From an optimization exercise on the open Yosys and OpenROAD flow, aimed at small area, a short achievable clock period and few clock cycles; shortcuts taken in it are not production practice. In this exercise RTL edits were held to simulation tests only and were not proved equivalent to the original. Power figures rest on the tool's default switching activity, not on a simulated workload.

Setup of run A:
// top_module
module top_module (clock, reset, start, r, s1, s2, address_r, address_s1, address_s2,
   best_dist, motion_x, motion_y, done);
input clock, reset, start;
input [7:0] r;
input [7:0] s1, s2;
output [7:0] best_dist, address_r;
output [3:0] motion_x, motion_y;
output [9:0] address_s1, address_s2;
output done;
wire [12:0] n;
wire idle;
wire [63:0] pe_lo, pe_hi;
wire [15:0] pe_c, pe_ovf;
wire [135:0] rp;
reg [7:0] s1q, s2q;
reg [15:0] therm;      
reg [15:0] pick;       
always @(posedge clock) begin
  s1q <= s1;
  s2q <= s2;
  pick <= {pick[14:0], (n[7:0] == 8'd1)};
  if (idle) therm <= 16'hFFFF;
  else if (therm[15]) therm <= 16'h0001;
  else therm <= {therm[14:0], 1'b1};
end
assign address_r = n[7:0];
assign rp[7:0] = r;
controller ctl (.clock(clock), .reset(reset), .start(start), .n(n),
  .address_s1(address_s1), .address_s2(address_s2), .done(done), .idle(idle));
comparator cmp (.clock(clock), .done(idle), .start(start), .n(n), .pick(pick),
  .pe_lo(pe_lo), .pe_hi(pe_hi), .pe_c(pe_c), .pe_ovf(pe_ovf), .best_dist(best_dist), .motion_x(motion_x),
  .motion_y(motion_y));
genvar g;
generate
  for (g = 0; g < 16; g = g + 1) begin : pe
    processing_element u (.clock(clock), .r(rp[g*8 +: 8]), .s1(s1q), .s2(s2q),
      .s1s2_mux(therm[g]), .new_dist(pick[g]),
      .lo(pe_lo[g*4 +: 4]), .hi(pe_hi[g*4 +: 4]), .c(pe_c[g]), .ovf(pe_ovf[g]), .r_pipe(rp[g*8+8 +: 8]));
  end
endgenerate
endmodule
Size in the first run: about 2900 cells after synthesis, about 570 flip-flops, roughly 72 I/O pins.
make LEC_CHECK=0 ABC_AREA=1 CAP_MARGIN=20 CORE_MARGIN=2 CORE_UTILIZATION=35 CTS_BUF_LIST=sky130_fd_sc_hd__clkbuf_16 CTS_CLUSTER_DIAMETER=100 CTS_CLUSTER_SIZE=24 PLACE_DENSITY=0.55 SETUP_SLACK_MARGIN=4.55 SLEW_MARGIN=20 finish   # period 7.0 ns
run.sh (not shown) runs the stock make flow with config.mk's settings and CLKGATE_MAP_FILE= SYNTH_SCRIPT=/design/flow/synth_recipe.tcl, a recipe that flattens the netlist after the stock synthesis.
Run A did not stop at any stage, and its layout met the timing, design-rule and antenna checks.
Testbench counts of run A, summed over its fixed seeds: cycles 131,712.
[inputs] run B vs run A
Settings: SETUP_SLACK_MARGIN changed from 4.55 to 4.35.
==> run summary <==
Number of clock buffer instances in the layout: run A vs run B identical. [compare] base=run A new=run B: number of combinational gates with multiple inputs shows no meaningful change; via count of the first global-routing pass -181. Compared with run A, run B shows a lower fraction of cell area in non-clock buffers. When run B is set beside run A, its routed via count turns out to be 149 smaller. Count of TritonRoute iterations in the first routing pass: run B and run A compared, higher one is run B. The run showing the greater total power draw is run A.
Input-level comparison between run C and run B:
Settings: a deleted CTS_BUF_LIST that had been sky130_fd_sc_hd__clkbuf_16; a change of SETUP_SLACK_MARGIN from 4.35 to 4.45; a deleted ABC_AREA that had been 1; a deleted CTS_CLUSTER_SIZE that had been 24; a deleted CTS_CLUSTER_DIAMETER that had been 100.
[summary]
- Run C vs run B — slew of the pin with the lowest slew margin dropped 9.6 ps.
- Share of synthesized area occupied by flip-flops and latches (run C over run B): increase, 0.41 points
- The higher maximum fanout encountered on the critical timing path of run B and run C is in run B.
- Fraction of the core area covered by cells at the end of the flow came out higher on run C than on run B.
- Number of buffers outside the clock class in the layout in run C is about 30% above run B.
- Most common cell after layout, fill and taps aside = sky130_fd_sc_hd__nand2_1: run B; most common cell after layout, fill and taps aside = sky130_fd_sc_hd__dfxtp_1: run C
- Clock power was lower in run B than in run C.
- Diff run B -> run C | combinational group share of total power | decrease of 4.9 points
- On non-clock buffer share of cell area, run B and run C are neck and neck.
- ~same hold slack in run B and run C
- Looking at met1 capacity usage during global routing, run C sits 0.45 points below run B.
- Quantity of gates resized following cts in run C is 112 higher than in run B
#### Input delta (run D over run C)
Settings: changing SETUP_SLACK_MARGIN from 4.45 to 4.52; setting CTS_CLUSTER_DIAMETER to 100 for the first time; setting CTS_CLUSTER_SIZE to 24 for the first time; setting CTS_BUF_LIST to sky130_fd_sc_hd__clkbuf_16 for the first time.
==> run summary <==
- Run D reached the final stage; the timing, design-rule and antenna checks on its layout passed.
- Post-synthesis simple-gate area fraction: run D vs run C identical
- Lower clock network fraction of design power was reported by run D, not run C.
- In the reports for run D and run C, the smaller count of instances resized after the clock tree is built belongs to run C.

* * *

## v25
The RTL this note starts from:
==> flow/design.v <==
module processing_element (clock, r, s1, s2, s1s2_mux, new_dist, lo, hi, c, ovf, r_pipe);
  input clock;
  input [7:0] r;          
  input [7:0] s1, s2;     
  input s1s2_mux;         
  input new_dist;         
  output reg [3:0] lo, hi;
  output reg c, ovf;
  output reg [7:0] r_pipe;
  reg [7:0] dq;
  reg b;
  wire [8:0] d = {1'b0, r_pipe} - {1'b0, s1s2_mux ? s1 : s2};
  always @(posedge clock) begin
    r_pipe <= r;
    dq <= d[7:0];
    b <= d[8];
  end
  wire [7:0] x = dq ^ {8{b}};
  wire [3:0] al = lo & {4{~new_dist}};
  wire [3:0] ah = hi & {4{~new_dist}};
  wire [4:0] cl, ch;
  wire [3:0] sl, sh;
  assign cl[0] = b;
  assign ch[0] = c & ~new_dist;
  genvar k;
  generate
    for (k = 0; k < 4; k = k + 1) begin : fa
      assign sl[k] = al[k] ^ x[k] ^ cl[k];
      assign cl[k+1] = (al[k] & x[k]) | (al[k] & cl[k]) | (x[k] & cl[k]);
      assign sh[k] = ah[k] ^ x[k+4] ^ ch[k];
      assign ch[k+1] = (ah[k] & x[k+4]) | (ah[k] & ch[k]) | (x[k+4] & ch[k]);
    end
  endgenerate
  always @(posedge clock) begin
    lo <= sl;
    hi <= sh;
    c <= cl[4];
    ovf <= (ovf & ~new_dist) | ch[4];
  end
endmodule
module controller (clock, reset, start, n, address_s1, address_s2, done, idle);
  input clock, reset, start;
  output reg [12:0] n;
  output reg [9:0] address_s1, address_s2;
  output reg done;       
  output reg idle;              
  function [9:0] rowstart(input [3:0] k);
    case (k)
      4'd0: rowstart = 10'd31;
      4'd1: rowstart = 10'd62;
      4'd2: rowstart = 10'd93;
      4'd3: rowstart = 10'd124;
      4'd4: rowstart = 10'd155;
      4'd5: rowstart = 10'd186;
      4'd6: rowstart = 10'd217;
      4'd7: rowstart = 10'd248;
      4'd8: rowstart = 10'd279;
      4'd9: rowstart = 10'd310;
      4'd10: rowstart = 10'd341;
      4'd11: rowstart = 10'd372;
      4'd12: rowstart = 10'd403;
      4'd13: rowstart = 10'd434;
      4'd14: rowstart = 10'd465;
      4'd15: rowstart = 10'd496;
    endcase
  endfunction
  function [9:0] rowstart2(input [3:0] k);
    case (k)
      4'd0: rowstart2 = 10'd16;
      4'd1: rowstart2 = 10'd47;
      4'd2: rowstart2 = 10'd78;
      4'd3: rowstart2 = 10'd109;
      4'd4: rowstart2 = 10'd140;
      4'd5: rowstart2 = 10'd171;
      4'd6: rowstart2 = 10'd202;
      4'd7: rowstart2 = 10'd233;
      4'd8: rowstart2 = 10'd264;
      4'd9: rowstart2 = 10'd295;
      4'd10: rowstart2 = 10'd326;
      4'd11: rowstart2 = 10'd357;
      4'd12: rowstart2 = 10'd388;
      4'd13: rowstart2 = 10'd419;
      4'd14: rowstart2 = 10'd450;
      4'd15: rowstart2 = 10'd481;
    endcase
  endfunction
  wire last = n[12] & n[4] & n[1];     
  wire c15 = &n[3:0];
  wire w1 = c15 & (&n[7:4]);           
  wire w2 = c15 & (n[7:4] == 4'd0);    
  wire [9:0] step1 = {address_s1[9:4] + (c15 | (&address_s1[3:0])),
                      address_s1[3:0] + {3'd0, ~c15}};
  wire [9:0] step2 = {address_s2[9:4] + (c15 | (&address_s2[3:0])),
                      address_s2[3:0] + {3'd0, ~c15}};
  always @(posedge clock) begin
    if (reset) begin
      done <= 1'b1;
      idle <= 1'b1;
    end else begin
      done <= idle ? start : last;
      idle <= done ? start : last;
    end
    if (idle) begin
      n <= 13'd0;
      address_s1 <= 10'd0;
    end else begin
      n <= n + 1'b1;
      address_s1 <= w1 ? rowstart(n[11:8]) : step1;
    end
    address_s2 <= w2 ? rowstart2(n[11:8]) : step2;
  end
endmodule
module comparator (clock, done, start, n, pick, pe_lo, pe_hi, pe_c, pe_ovf,
  best_dist, motion_x, motion_y);
  input clock, done, start;
  input [12:0] n;
  input [15:0] pick;         
  input [63:0] pe_lo, pe_hi;
  input [15:0] pe_c, pe_ovf;
  output reg [7:0] best_dist;
  output reg [3:0] motion_x, motion_y;
  reg [3:0] cl, ch;
  reg cc, co, cval;
  reg [3:0] vl, vh;
  reg vc, vo;
  integer k;
  always @(*) begin
    vl = 4'd0;
    vh = 4'd0;
    vc = 1'b0;
    vo = 1'b0;
    for (k = 0; k < 16; k = k + 1) begin
      vl = vl | (pe_lo[k*4 +: 4] & {4{pick[k]}});
      vh = vh | (pe_hi[k*4 +: 4] & {4{pick[k]}});
      vc = vc | (pe_c[k] & pick[k]);
      vo = vo | (pe_ovf[k] & pick[k]);
    end
  end
  wire ready = (|pick) & (n[12:8] != 5'd0);
  wire [4:0] h = {1'b0, ch} + {4'd0, cc};
  wire [7:0] sad = {h[3:0], cl};
  reg [7:0] bd;
  reg [3:0] mx, my;
  wire upd = ~done & cval & ~h[4] & (sad < bd);
  wire [3:0] mxn = n[3:0] + 4'd5;     
  wire [3:0] myn = n[11:8] + 4'd7;    
  always @(posedge clock) begin
    cl <= vl;
    ch <= vh;
    cc <= vc;
    cval <= ready & ~vo;
    best_dist <= done ? (start ? bd : 8'hFF) : (upd ? sad : bd);
    bd <= done ? (start ? best_dist : 8'hFF) : (upd ? sad : best_dist);
    motion_x <= upd ? mxn : mx;
    mx <= upd ? mxn : motion_x;
    motion_y <= upd ? myn : my;
    my <= upd ? myn : motion_y;
  end
endmodule
module top_module (clock, reset, start, r, s1, s2, address_r, address_s1, address_s2,
   best_dist, motion_x, motion_y, done);
input clock, reset, start;
input [7:0] r;
input [7:0] s1, s2;
output [7:0] best_dist, address_r;
output [3:0] motion_x, motion_y;
output [9:0] address_s1, address_s2;
output done;
wire [12:0] n;
wire idle;
wire [63:0] pe_lo, pe_hi;
wire [15:0] pe_c, pe_ovf;
wire [135:0] rp;
reg [7:0] s1q, s2q;
reg [15:0] therm;      
reg [15:0] pick;       
always @(posedge clock) begin
  s1q <= s1;
  s2q <= s2;
  pick <= {pick[14:0], (n[7:0] == 8'd1)};
  if (idle) therm <= 16'hFFFF;
  else if (therm[15]) therm <= 16'h0001;
  else therm <= {therm[14:0], 1'b1};
end
assign address_r = n[7:0];
assign rp[7:0] = r;
controller ctl (.clock(clock), .reset(reset), .start(start), .n(n),
  .address_s1(address_s1), .address_s2(address_s2), .done(done), .idle(idle));
comparator cmp (.clock(clock), .done(idle), .start(start), .n(n), .pick(pick),
  .pe_lo(pe_lo), .pe_hi(pe_hi), .pe_c(pe_c), .pe_ovf(pe_ovf), .best_dist(best_dist), .motion_x(motion_x),
  .motion_y(motion_y));
genvar g;
generate
  for (g = 0; g < 16; g = g + 1) begin : pe
    processing_element u (.clock(clock), .r(rp[g*8 +: 8]), .s1(s1q), .s2(s2q),
      .s1s2_mux(therm[g]), .new_dist(pick[g]),
      .lo(pe_lo[g*4 +: 4]), .hi(pe_hi[g*4 +: 4]), .c(pe_c[g]), .ovf(pe_ovf[g]), .r_pipe(rp[g*8+8 +: 8]));
  end
endgenerate
endmodule
clock: 7.0 ns
lec_check: 0
cap_margin: 20
core_margin: 2
core_utilization: 45
cts_buf_list: sky130_fd_sc_hd__clkbuf_16
cts_cluster_diameter: 100
cts_cluster_size: 24
place_density: 0.65
setup_slack_margin: 4.45
slew_margin: 20
Testbench counts of v25, summed over its fixed seeds: cycles 131,712.
## Diff of input files: v19 against v25
==> flow/config.mk <==
export PLATFORM = sky130hd
export DESIGN_NAME = top_module
export DESIGN_NICKNAME = top_module
export VERILOG_FILES = /design/flow/design.v
export SDC_FILE = /design/flow/constraint.sdc
export NUM_CORES = 4
export LEC_CHECK = 0
export ABC_AREA = 1
export CAP_MARGIN = 20
export CORE_MARGIN = 2
export CORE_UTILIZATION = 35
export CTS_BUF_LIST = sky130_fd_sc_hd__clkbuf_16
export CTS_CLUSTER_DIAMETER = 100
export CTS_CLUSTER_SIZE = 24
export PLACE_DENSITY = 0.55
export SETUP_SLACK_MARGIN = 4.45
export SLEW_MARGIN = 20
==> run summary <==
Taking v25 as the reference point, the global-route usage of v19 falls by 4.5 points.
The higher number of clock buffers in the layout of v19 and v25 is in v19.
Diff v25 -> v19: via count of the first global-routing pass increased 2.9%; fmax increased 6.3 MHz.
The highest ir drop seen on vdd of v19 is higher than that of v25.
v19 vs v25 on setup slack: v19 is the higher one.
Measured against each other, v19 and v25 differ in utilization, the lower figure coming from v19.
v19 ended with less area occupied by multi-input gates than v25.
On number of filler cells placed in the layout, the lower figure sits with v25, not v19.
v19 completed end to end with timing, DRC and antenna clean.
Of v19 and v25, it is v19 that has the higher post-route cell area.
For v14, these inputs were changed with respect to v19:
-- flow/config.mk --
<<< v19, line 7
export LEC_CHECK = 0
export ABC_AREA = 1
export CAP_MARGIN = 20
>>> v14, line 7
export LEC_CHECK = 0
export CAP_MARGIN = 20
<<< v19, line 12
export CTS_BUF_LIST = sky130_fd_sc_hd__clkbuf_16
export CTS_CLUSTER_DIAMETER = 100
export CTS_CLUSTER_SIZE = 24
export PLACE_DENSITY = 0.55
>>> v14, line 11
export CTS_BUF_LIST = sky130_fd_sc_hd__clkbuf_16
export CTS_CLUSTER_DIAMETER = 120
export CTS_CLUSTER_SIZE = 30
export PLACE_DENSITY = 0.55
### Flow results
- Summary of v14 over v19: global routing met1 resource utilization has decreased, standard cell core area fell by 1.3%, net switching share of the total power went down by 0.28 points.
Inputs modified between v14 and v48:
-- flow/config.mk --
<<< v14, line 11
export CTS_BUF_LIST = sky130_fd_sc_hd__clkbuf_16
export CTS_CLUSTER_DIAMETER = 120
export CTS_CLUSTER_SIZE = 30
>>> v48, line 11
export CTS_BUF_LIST = sky130_fd_sc_hd__clkbuf_16
export CTS_CLUSTER_DIAMETER = 90
export CTS_CLUSTER_SIZE = 30
Results
Against v14, hold slack in v48 came out worse. Between v14 and v48, the total routed wirelength figures differ only marginally. In terms of global-route usage over all layers, v48 and v14 differ only marginally. Changes observed in v48 relative to v14: starting utilization of the core area has remained practically unchanged, count of TritonRoute iterations in the first routing pass was more or less identical, final net count closely matched the old numbers.
--- input diff v48..v43 ---
-- flow/config.mk --
<<< v48, line 10
export CORE_UTILIZATION = 35
export CTS_BUF_LIST = sky130_fd_sc_hd__clkbuf_16
export CTS_CLUSTER_DIAMETER = 90
export CTS_CLUSTER_SIZE = 30
export PLACE_DENSITY = 0.55
export SETUP_SLACK_MARGIN = 4.45
export SLEW_MARGIN = 20
>>> v43, line 10
export CORE_UTILIZATION = 35
export PLACE_DENSITY = 0.55
export SETUP_SLACK_MARGIN = 4.55
export SLEW_MARGIN = 20
v43 ended up with a lower depth of the critical timing path with buffers and inverters included than v48 did.
Between v43 and v48, clock power share is higher for v43, v48 comes in under that.
v43 vs v48, instance count: v43 higher
met1 wire length across v43 and v48: no real change.
v43 reports a higher first-pass GRT wire length than v48 does.
Slowest stage cell on the critical path = dfxtp_4: v48; slowest stage cell on the critical path = dfxtp_2: v43
Multi-input combinational cell count of v43 is on par with v48.
Compared v48 against v43; flip-flop and latch count within noise.
Maximum clock rate: v43 > v48
As far as share of the yosys chip area belonging to registers goes, v43 and v48 are indistinguishable; the numbers are identical.
On placed wire-length estimate, v43 does worse than v48.

## afterwards: timing with drivers on the ports
How much do the figures lean on ideal ports? The routed layouts below were timed once more, with nothing changed but the port constraints.
Step 1, drivers: a clkbuf_16 drives clock and a buf_2 each remaining input, both assumed.
Step 2, shift: input delay + t, output delay - t, t = (earliest + latest rising clock arrival at the registers) / 2. This alone moves slack from input paths to output paths.
Three values: ideal, step 1, step 2; two values: the first two.
| run | shift t [ns] | setup slack, ns | worst setup path at the end | worst register clock-pin slew, ns | worst slew at a driven data input, ns |
|---|---|---|---|---|---|
| run A | 0.668 | 4.506 / 4.449 / 4.232 | input to register | 0.10 / 0.10 | 0.04 |
| run B | 0.669 | 4.399 / 4.341 / 4.249 | input to register | 0.10 / 0.10 | 0.03 |
| run C | 0.682 | 4.495 / 4.432 / 4.352 | input to register | 0.06 / 0.06 | 0.04 |
| run D | 0.664 | 4.511 / 4.453 / 4.418 | input to register | 0.10 / 0.10 | 0.03 |
| v25 | 0.645 | 4.459 / 4.448 / 4.387 | input to register | 0.10 / 0.10 | 0.04 |
| v19 | 0.668 | 4.499 / 4.441 / 4.235 | input to register | 0.10 / 0.10 | 0.04 |
| v14 | 0.645 | 4.498 / 4.460 / 4.339 | input to register | 0.12 / 0.12 | 0.04 |
| v48 | 0.671 | 4.484 / 4.425 / 4.368 | input to register | 0.11 / 0.11 | 0.04 |
| v43 | 0.675 | 4.506 / 4.445 / 4.412 | input to register | 0.07 / 0.07 | 0.03 |
After both steps every run listed still meets setup and hold. The setup slack of run A, which loses most, moves by -0.057 ns with the drivers and by -0.274 ns with both steps.
